From an optimization exercise on the open Yosys and OpenROAD flow, aimed at small area and a short achievable clock period; shortcuts taken in it are not production practice.
In this exercise RTL edits were held to simulation tests only and were not proved equivalent to the original.
No driver is modelled on the clock port, so clock power and skew are understated where the tree is cut down; a real chip needs a root buffer or a tree.

==> trial 24 <==
==> flow/design.v <==
module timer #(
    parameter FREQUENCY_VALUE = 50_000_000 
) (
    input logic clk,
    input logic reset_n,
    input   logic   [1:0]   avmms_address,
    input   logic           avmms_write,
    input   logic   [31:0]  avmms_writedata,
    input   logic   [3:0]   avmms_byteenable,
    input   logic           avmms_read,
    output  logic   [31:0]  avmms_readdata,
    output  logic           coe_interrupt
);
logic [63:0] counter_reg;
logic [63:0] counter;
logic complete, busy, start, stop;
logic load;      
wire wr0 = avmms_write && (avmms_address == 2'h0);
wire wr1 = avmms_write && (avmms_address == 2'h1);
wire wr2 = avmms_write && (avmms_address == 2'h2);
wire start_d = wr0 && (avmms_byteenable[0] ? avmms_writedata[0] : start);
wire stop_d  = wr0 && (avmms_byteenable[0] ? avmms_writedata[1] : stop);
always_ff @ (posedge clk or negedge reset_n)
    if (!reset_n) begin
        start <= 1'b0;
        stop  <= 1'b0;
        load  <= 1'b0;
    end else begin
        start <= start_d;
        stop  <= stop_d;
        load  <= start_d && !zr_pre[NS];
    end
genvar b;
generate
    for (b = 0; b < 4; b = b + 1) begin : g_r
        always_ff @ (posedge clk or negedge reset_n)
            if (!reset_n) counter_reg[8*b +: 8] <= 8'h0;
            else if (wr1 && avmms_byteenable[b]) counter_reg[8*b +: 8] <= avmms_writedata[8*b +: 8];
        always_ff @ (posedge clk or negedge reset_n)
            if (!reset_n) counter_reg[32+8*b +: 8] <= 8'h0;
            else if (wr2 && avmms_byteenable[b]) counter_reg[32+8*b +: 8] <= avmms_writedata[8*b +: 8];
    end
endgenerate
always_ff @ (posedge clk)
    case (avmms_address)
        2'h0: avmms_readdata <= {28'h0, complete, busy, stop, start};
        2'h1: avmms_readdata <= counter_reg[31:0];
        2'h2: avmms_readdata <= counter_reg[63:32];
        default: avmms_readdata <= 32'h0;
    endcase
localparam NS = 8;
logic [NS-1:1] en, z;
wire [NS-1:0] zero_r;      
wire [NS:1]   zr_pre;      
wire [NS:1]   zc_pre;      
wire seg0_one = (counter[7:0] == 8'h1);
assign zc_pre[1] = 1'b1;
assign zr_pre[1] = zero_r[0];
genvar j;
generate
    for (j = 0; j < NS; j = j + 1) begin : g_seg
        assign zero_r[j] = ~|counter_reg[8*j +: 8];
        if (j == 0) begin : g_lo
            always_ff @ (posedge clk)
                if (load) counter[7:0] <= counter_reg[7:0];
                else      counter[7:0] <= counter[7:0] - 8'h1;
        end else begin : g_hi
            assign zc_pre[j+1] = &z[j:1];
            assign zr_pre[j+1] = &zero_r[j:0];
            always_ff @ (posedge clk)
                if (load)       counter[8*j +: 8] <= counter_reg[8*j +: 8];
                else if (en[j]) counter[8*j +: 8] <= counter[8*j +: 8] - 8'h1;
            always_ff @ (posedge clk)
                if (load) begin
                    en[j] <= zr_pre[j];
                    z[j]  <= zero_r[j];
                end else begin
                    en[j] <= seg0_one && zc_pre[j];
                    if (en[j]) z[j] <= (counter[8*j +: 8] == 8'h1);
                end
        end
    end
endgenerate
wire one = seg0_one && zc_pre[NS];
always_ff @ (posedge clk or negedge reset_n)
    if (!reset_n) complete <= 1'b0;
    else complete <= (busy && one) || (complete && !wr0);
always_ff @ (posedge clk or negedge reset_n)
    if (!reset_n) busy <= 1'b0;
    else busy <= load || (busy && !stop && !one);
assign coe_interrupt = complete;
endmodule
==> flow/run.sh <==
#!/bin/bash
# synth_recipe.tcl (not shown) runs the flow's synth.tcl, then flattens the netlist and writes it again
# the make line also repeats each setting of config.mk as NAME=value (left out here)
make -C /OpenROAD-flow-scripts/flow DESIGN_CONFIG=/design/flow/config.mk WORK_HOME=/design/flow/orfs CLKGATE_MAP_FILE= SYNTH_SCRIPT=/design/flow/synth_recipe.tcl finish
==> flow/config.mk <==
export PLATFORM = sky130hd
export DESIGN_NAME = timer
export DESIGN_NICKNAME = timer
export VERILOG_FILES = /design/flow/design.v
export SDC_FILE = /design/flow/constraint.sdc
export NUM_CORES = 4
export LEC_CHECK = 0
export ABC_CLOCK_PERIOD_IN_PS = 2000
export CAP_MARGIN = 20
export CORE_MARGIN = 2
export CORE_UTILIZATION = 65
export CTS_BUF_LIST = sky130_fd_sc_hd__clkbuf_4 sky130_fd_sc_hd__clkbuf_8
export SETUP_SLACK_MARGIN = 1.7
export SLEW_MARGIN = 20
==> flow/constraint.sdc <==
create_clock -name core_clock -period 3.0 [get_ports {clk}]
set_input_delay 0.6000 -clock core_clock [delete_from_list [all_inputs] [get_ports {clk}]]
set_output_delay 0.6000 -clock core_clock [all_outputs]
set_load 0.01 [all_outputs]
==> build 3: changes against trial 24 <==
==> flow/design.v, changed modules only <==
module timer #(
    parameter FREQUENCY_VALUE = 50_000_000 
) (
    input logic clk,
    input logic reset_n,
    input   logic   [1:0]   avmms_address,
    input   logic           avmms_write,
    input   logic   [31:0]  avmms_writedata,
    input   logic   [3:0]   avmms_byteenable,
    input   logic           avmms_read,
    output  logic   [31:0]  avmms_readdata,
    output  logic           coe_interrupt
);
logic [63:0] counter_reg;
logic [63:0] counter;
logic complete, busy, start, stop;
logic load;      
wire wr0 = avmms_write && (avmms_address == 2'h0);
wire wr1 = avmms_write && (avmms_address == 2'h1);
wire wr2 = avmms_write && (avmms_address == 2'h2);
wire start_d = wr0 && (avmms_byteenable[0] ? avmms_writedata[0] : start);
wire stop_d  = wr0 && (avmms_byteenable[0] ? avmms_writedata[1] : stop);
always_ff @ (posedge clk or negedge reset_n)
    if (!reset_n) begin
        start <= 1'b0;
        stop  <= 1'b0;
        load  <= 1'b0;
    end else begin
        start <= start_d;
        stop  <= stop_d;
        load  <= start_d && !zr_pre[NS];
    end
logic [7:0] valid;
wire [63:0] rv;
genvar b;
generate
    for (b = 0; b < 4; b = b + 1) begin : g_r
        always_ff @ (posedge clk)
            if (wr1 && avmms_byteenable[b]) counter_reg[8*b +: 8] <= avmms_writedata[8*b +: 8];
        always_ff @ (posedge clk)
            if (wr2 && avmms_byteenable[b]) counter_reg[32+8*b +: 8] <= avmms_writedata[8*b +: 8];
        always_ff @ (posedge clk or negedge reset_n)
            if (!reset_n) valid[b] <= 1'b0;
            else if (wr1 && avmms_byteenable[b]) valid[b] <= 1'b1;
        always_ff @ (posedge clk or negedge reset_n)
            if (!reset_n) valid[4+b] <= 1'b0;
            else if (wr2 && avmms_byteenable[b]) valid[4+b] <= 1'b1;
    end
    for (b = 0; b < 8; b = b + 1) begin : g_rv
        assign rv[8*b +: 8] = counter_reg[8*b +: 8] & {8{valid[b]}};
    end
endgenerate
always_ff @ (posedge clk)
    case (avmms_address)
        2'h0: avmms_readdata <= {28'h0, complete, busy, stop, start};
        2'h1: avmms_readdata <= rv[31:0];
        2'h2: avmms_readdata <= rv[63:32];
        default: avmms_readdata <= 32'h0;
    endcase
localparam NS = 8;
logic [NS-1:1] en;
wire  [NS-1:1] z;          
wire [NS-1:0] zero_r;      
wire [NS:1]   zr_pre;      
wire [NS:1]   zc_pre;      
wire seg0_one = (counter[7:0] == 8'h1);
assign zc_pre[1] = 1'b1;
assign zr_pre[1] = zero_r[0];
wire [63:0] bmask;
genvar j, i;
generate
    for (j = 0; j < NS; j = j + 1) begin : g_seg
        assign zero_r[j] = ~valid[j] | ~|counter_reg[8*j +: 8];
        assign bmask[8*j] = (j == 0) ? 1'b1 : en[j];
        for (i = 1; i < 8; i = i + 1) begin : g_bit
            assign bmask[8*j+i] = bmask[8*j] & ~|counter[8*j +: i];
        end
        if (j > 0) begin : g_hi
            assign z[j] = ~|counter[8*j +: 8];
            assign zc_pre[j+1] = &z[j:1];
            assign zr_pre[j+1] = &zero_r[j:0];
            always_ff @ (posedge clk)
                if (load) begin
                    en[j] <= zr_pre[j];
                end else begin
                    en[j] <= seg0_one && zc_pre[j];
                end
        end
    end
endgenerate
always_ff @ (posedge clk)
    if (load) counter <= rv;
    else      counter <= counter ^ bmask;
wire one = seg0_one && zc_pre[NS];
always_ff @ (posedge clk or negedge reset_n)
    if (!reset_n) complete <= 1'b0;
    else complete <= (busy && one) || (complete && !wr0);
always_ff @ (posedge clk or negedge reset_n)
    if (!reset_n) busy <= 1'b0;
    else busy <= load || (busy && !stop && !one);
assign coe_interrupt = complete;
endmodule
==> flow/flow/run.sh (new file) <==
#!/bin/bash
# Standard layout with two changes: plain buf_1 cells as the port buffers, and
# a two-level clock tree (flow/cts_hook.tcl) in place of TritonCTS: the clock
# port drives four clkbuf_8 cells, each driving two clkbuf_16 leaves.
# Full output of the flow goes to standard.log.
export BUFFER_PORTS_ARGS="-buffer_cell sky130_fd_sc_hd__buf_1"
export PRE_CTS_TCL="$PWD/flow/cts_hook.tcl"
bash standard.sh > standard.log 2>&1
==> flow/flow/cts_hook.tcl (new file) <==
# Replaces TritonCTS with a two-level clock tree. The registers are split by
# recursive bisection into 8 groups of nearby sinks, each driven by a
# clkbuf_16 leaf. The clock port drives four clkbuf_8 cells, each driving the
# leaves of two neighbouring groups.
proc cts_split {sinks idx} {
  set s [lsort -integer -index $idx $sinks]
  set k [expr {[llength $s] / 2}]
  return [list [lrange $s 0 [expr {$k - 1}]] [lrange $s $k end]]
}

proc cts_center {sinks} {
  set ax 0
  set ay 0
  foreach s $sinks {
    set ax [expr {$ax + [lindex $s 1]}]
    set ay [expr {$ay + [lindex $s 2]}]
  }
  set n [llength $sinks]
  return [list [expr {$ax / $n}] [expr {$ay / $n}]]
}

proc cts_buffer {block master name x y in_net out_name} {
  set inst [odb::dbInst_create $block $master $name]
  $inst setLocation $x $y
  $inst setPlacementStatus PLACED
  set net [odb::dbNet_create $block $out_name]
  $net setSigType CLOCK
  [$inst findITerm A] connect $in_net
  [$inst findITerm X] connect $net
  return $net
}

proc clock_tree_synthesis {args} {
  set block [ord::get_db_block]
  set db [ord::get_db]
  set clk [$block findNet clk]
  set leaf_master [$db findMaster sky130_fd_sc_hd__clkbuf_16]
  set mid_master [$db findMaster sky130_fd_sc_hd__clkbuf_8]
  set sinks {}
  foreach it [$clk getITerms] {
    set box [[$it getInst] getBBox]
    set x [expr {([$box xMin] + [$box xMax]) / 2}]
    set y [expr {([$box yMin] + [$box yMax]) / 2}]
    lappend sinks [list $it $x $y]
  }
  set quads {}
  foreach half [cts_split $sinks 1] {
    foreach q [cts_split $half 2] {
      lappend quads $q
    }
  }
  set i 0
  foreach q $quads {
    lassign [cts_center $q] qx qy
    set mid_net [cts_buffer $block $mid_master clkbuf_m$i $qx $qy $clk clknet_m$i]
    set j 0
    foreach g [cts_split $q 1] {
      lassign [cts_center $g] gx gy
      set leaf_net [cts_buffer $block $leaf_master clkbuf_l${i}_$j $gx $gy $mid_net clknet_l${i}_$j]
      foreach s $g {
        set it [lindex $s 0]
        $it disconnect
        $it connect $leaf_net
      }
      puts "clock leaf clkbuf_l${i}_$j at $gx $gy drives [llength $g] sinks"
      incr j
    }
    incr i
  }
  $clk setSigType CLOCK
  set_propagated_clock [all_clocks]
}
==> flow/standard.sh (new file) <==
#!/bin/bash
# synth_recipe.tcl (not shown) runs the flow's synth.tcl, then flattens the netlist and writes it again
# the make line also repeats each setting of config.mk as NAME=value (left out here)
make -C /OpenROAD-flow-scripts/flow DESIGN_CONFIG=/design/flow/config.mk WORK_HOME=/design/flow/orfs CLKGATE_MAP_FILE= SYNTH_SCRIPT=/design/flow/synth_recipe.tcl "${@:-finish}"
==> flow/config.mk (replaced) <==
export PLATFORM = sky130hd
export DESIGN_NAME = timer
export DESIGN_NICKNAME = timer
export VERILOG_FILES = /design/flow/design.v
export SDC_FILE = /design/flow/constraint.sdc
export NUM_CORES = 4
export LEC_CHECK = 0
export ABC_AREA = 1
export ABC_CLOCK_PERIOD_IN_PS = 2000
export CAP_MARGIN = 20
export CORE_MARGIN = 2
export CORE_UTILIZATION = 45
export SETUP_SLACK_MARGIN = 1.6
export SLEW_MARGIN = 20
removed: flow/run.sh
==> notes <==
Between trial 24 and build 3, the lower area after synthesis is in build 3 (gap 8.7%, measured against build 3).
Synthesized cell count: build 3 is higher than trial 24 (15%).
Trial 24 aborted during global routing with DPL-0038. Build 3 went through all stages and came out clean.
In build 3 the design's own scripts or RTL, not TritonCTS, make the clock network.

[re-timing with driven ports]
How much do the figures lean on ideal ports? The routed layout below was timed once more, with nothing changed but the port constraints.
Step 1 sets driving cells, clkbuf_16 on the clock port and buf_2 on the other inputs (assumed; they add their load-dependent delay and slew).
Step 2 also shifts input and output timing later by t, the mid clock arrival at the registers, as if the neighbouring blocks saw the same clock.
Three values: ideal ports, drivers, drivers and shift; two values: the first two.
run: build 3
shift t [ns]: 0.365
setup WS [ns]: 1.586 / 1.524 / 1.262
clock arrival spread, ns: 0.015 / 0.015
After both steps build 3 still meets setup and hold. The setup slack of build 3 moves by -0.062 ns with the drivers and by -0.324 ns with both steps.
